Background: an optimization exercise with open tools, aiming at small area. Do not read the settings as production practice.
The RTL was checked by simulation tests, not by an equivalence proof against the original design.
No activity file was given, so power comes from the tool's default toggle rates.

Design top, start of the top module:
module top (
    input  logic clk,
    input  logic rst,
    input  logic sclk,
    input  logic cs_n,
    input  logic mosi,
    output logic miso,
    input  logic signed [15:0] input_current,
    output logic [2:0] spikes
);
Settings: LEC_CHECK=0, CAP_MARGIN=20, CORE_MARGIN=2, CORE_UTILIZATION=65, CTS_BUF_LIST=sky130_fd_sc_hd__clkbuf_16, CTS_CLUSTER_DIAMETER=120, CTS_CLUSTER_SIZE=25, SLEW_MARGIN=20; clock period 14.0 ns.
run.sh (not shown) runs the stock make flow with config.mk's settings and CLKGATE_MAP_FILE= SYNTH_SCRIPT=/design/flow/synth_recipe.tcl, a recipe that flattens the netlist after the stock synthesis.
Rerun with:
--- a/flow/config.mk
+++ b/flow/config.mk
@@ -8,7 +8,6 @@
 export CAP_MARGIN = 20
 export CORE_MARGIN = 2
-export CORE_UTILIZATION = 65
-export CTS_BUF_LIST = sky130_fd_sc_hd__clkbuf_16
-export CTS_CLUSTER_DIAMETER = 120
-export CTS_CLUSTER_SIZE = 25
+export CORE_UTILIZATION = 40
+export CTS_BUF_LIST = sky130_fd_sc_hd__clkbuf_4
+export CTS_CLUSTER_SIZE = 20
 export SLEW_MARGIN = 20
The new run went through all stages and came out clean.
Cell area came out higher by a few percent.
Worst setup slack improves by 0.24 ns.
Wire length came out higher by a few percent.
Power came out higher by about a fifth.
Non-clock buffer count came out higher by 3.
Fmax came out higher by a few percent.
Via count came out higher by a few percent.
Rerun with:
--- a/flow/config.mk
+++ b/flow/config.mk
@@ -8,6 +8,6 @@
 export CAP_MARGIN = 20
 export CORE_MARGIN = 2
-export CORE_UTILIZATION = 40
-export CTS_BUF_LIST = sky130_fd_sc_hd__clkbuf_4
-export CTS_CLUSTER_SIZE = 20
+export CORE_UTILIZATION = 65
+export CTS_BUF_LIST = sky130_fd_sc_hd__clkbuf_2 sky130_fd_sc_hd__clkbuf_4 sky130_fd_sc_hd__clkbuf_8
+export CTS_CLUSTER_SIZE = 30
 export SLEW_MARGIN = 20
The changed run completed with no timing, DRC or antenna violations.
Combinational power hardly moves.
Setup slack got worse by 0.21 ns.
Power rises by 1.2%.
Count of clock-buffer cells in the layout falls by 74.
Cell count falls by 13%.
Final area falls by 1.7%.
Worst hold slack improved by 0.016 ns.
Die area falls by 38%.
Core utilization rises by 27 points.
Clock power rises by about 3%.
Synthesized cell count stays the same.
Rerun with:
==> flow/config.mk (replaced) <==
export PLATFORM = sky130hd
export DESIGN_NAME = top
export DESIGN_NICKNAME = top
export VERILOG_FILES = /design/flow/design.v
export SDC_FILE = /design/flow/constraint.sdc
export NUM_CORES = 4
export LEC_CHECK = 0
export CAP_MARGIN = 20
export CORE_MARGIN = 2
export CORE_UTILIZATION = 40
export SLEW_MARGIN = 20
Result: Fmax went down by 1.7%; routed wire length decreases by 0.79%; first-iteration DRC count falls by 10%; sequential share of layout area came out lower by 0.87 points.

* * *

Another version of the RTL of top (not shown whole).
Size in the first run: ~470 flip-flops, about 0.022 mm2 of cells after synthesis.
Design top, start of the top module:
module top (
    input  logic clk,
    input  logic rst,
    input  logic sclk,
    input  logic cs_n,
    input  logic mosi,
    output logic miso,
    input  logic signed [15:0] input_current,
    output logic [2:0] spikes
);
Settings: LEC_CHECK=0, CAP_MARGIN=20, CORE_MARGIN=2, CORE_UTILIZATION=75, SLEW_MARGIN=20; clock period 14.0 ns.
standard.sh (not shown) runs the stock make flow with config.mk's settings and CLKGATE_MAP_FILE= SYNTH_SCRIPT=/design/flow/synth_recipe.tcl, a recipe that flattens the netlist after the stock synthesis.
==> flow/flow/run.sh <==
#!/bin/bash
# Own flow: the standard ORFS flow with three changes that only affect
# how the cells are chosen:
#  - synthesis maps the combinational logic with an area-oriented ABC script
#    (flow/abc_area.script in place of ORFS's abc_speed.script). Synthesis is
#    otherwise the standard one (synth_recipe.tcl: -nofsm -noshare, flattened,
#    renamed), so the registers, their names and cell types are unchanged;
#  - every input and output port still gets its own buffer, but a buf_1;
#  - clock tree: clkbuf_16 sink clusters of at most 20 flip-flops, without
#    dummy loads.
# Every step after synthesis is standard.sh's own.
set -euo pipefail
W=$(pwd)

# a copy of ORFS's scripts with the ABC script swapped
rm -rf "$W/scripts_area"
mkdir -p "$W/scripts_area"
cp -r "$FLOW_HOME/scripts/." "$W/scripts_area/"
cp "$W/flow/abc_area.script" "$W/scripts_area/abc_speed.script"

# synthesis (make reads SCRIPTS_DIR from the environment)
SCRIPTS_DIR="$W/scripts_area" bash "$W/standard.sh" synth > "$W/synth.log" 2>&1

# floorplan to final layout, the standard way, from that netlist
bash "$W/standard.sh" \
  "BUFFER_PORTS_ARGS=-buffer_cell sky130_fd_sc_hd__buf_1" \
  "CTS_ARGS=-sink_clustering_enable -repair_clock_nets -sink_clustering_size 24 -sink_clustering_max_diameter 110 -buf_list sky130_fd_sc_hd__clkbuf_16 -dont_use_dummy_load" \
  finish > "$W/layout.log" 2>&1

test -f "$W/out/final.def"
==> flow/flow/abc_area.script <==
&get -n
&st
&syn2
&dch -f
&nf -p -a -R 1000
&st
&syn2
&dch -f
&nf -p -a -R 1000
&st
&dch -f
&nf -p -a -R 1000
&put
topo
stime -c
Then changed:
- CAP_MARGIN: 20 -> 5
- SLEW_MARGIN: 20 -> 5
Effect: The new run finished clean. Total power hardly moves. Global-route usage stays the same. Cell area barely changes. Hold slack barely changes. Flip-flop and latch count does not change. Utilization barely changes. Sequential power barely changes. Worst setup slack improves by 24 ps.

-- port drivers added, routing unchanged --
The flow's constraints put no driver on any port. The routed layouts listed below were extracted and timed again, unchanged, in two steps. Step 1, drivers: a clkbuf_16 drives clk and a buf_2 each remaining input, both assumed. Step 2 adds t to the input delays and takes it off the output delays; t is the mean of the earliest and latest rising clock arrival at the registers after step 1. Input paths then give back, and output paths get back, about the clock's delay inside the block. Three values: ideal, step 1, step 2; two values: the first two.
run | t (ns) | slack for setup (ns) | worst hold slack (ns) | worst setup path after step 2 | cell pins on the clock port's net
the first run of note 1 | 0.640 | 2.160 / 2.188 / 1.548 | 0.316 / 0.316 / 0.316 | input to register | 1
the second run of note 1 | 1.004 | 2.398 / 2.418 / 1.415 | 0.283 / 0.283 / 0.283 | input to register | 1
the third run of note 1 | 0.695 | 2.191 / 2.217 / 1.523 | 0.299 / 0.299 / 0.299 | input to register | 1
the fourth run of note 1 | 0.667 | 1.984 / 2.006 / 1.339 | 0.323 / 0.323 / 0.323 | input to register | 1
the first run of note 2 | 0.594 | 2.442 / 2.475 / 1.881 | 0.300 / 0.300 / 0.300 | input to register | 1
the second run of note 2 | 0.593 | 2.467 / 2.500 / 1.906 | 0.300 / 0.300 / 0.300 | input to register | 1
After both steps every run listed still meets setup and hold. The setup slack of the second run of note 1, which loses most, moves by +0.020 ns with the drivers and by -0.983 ns with both steps.
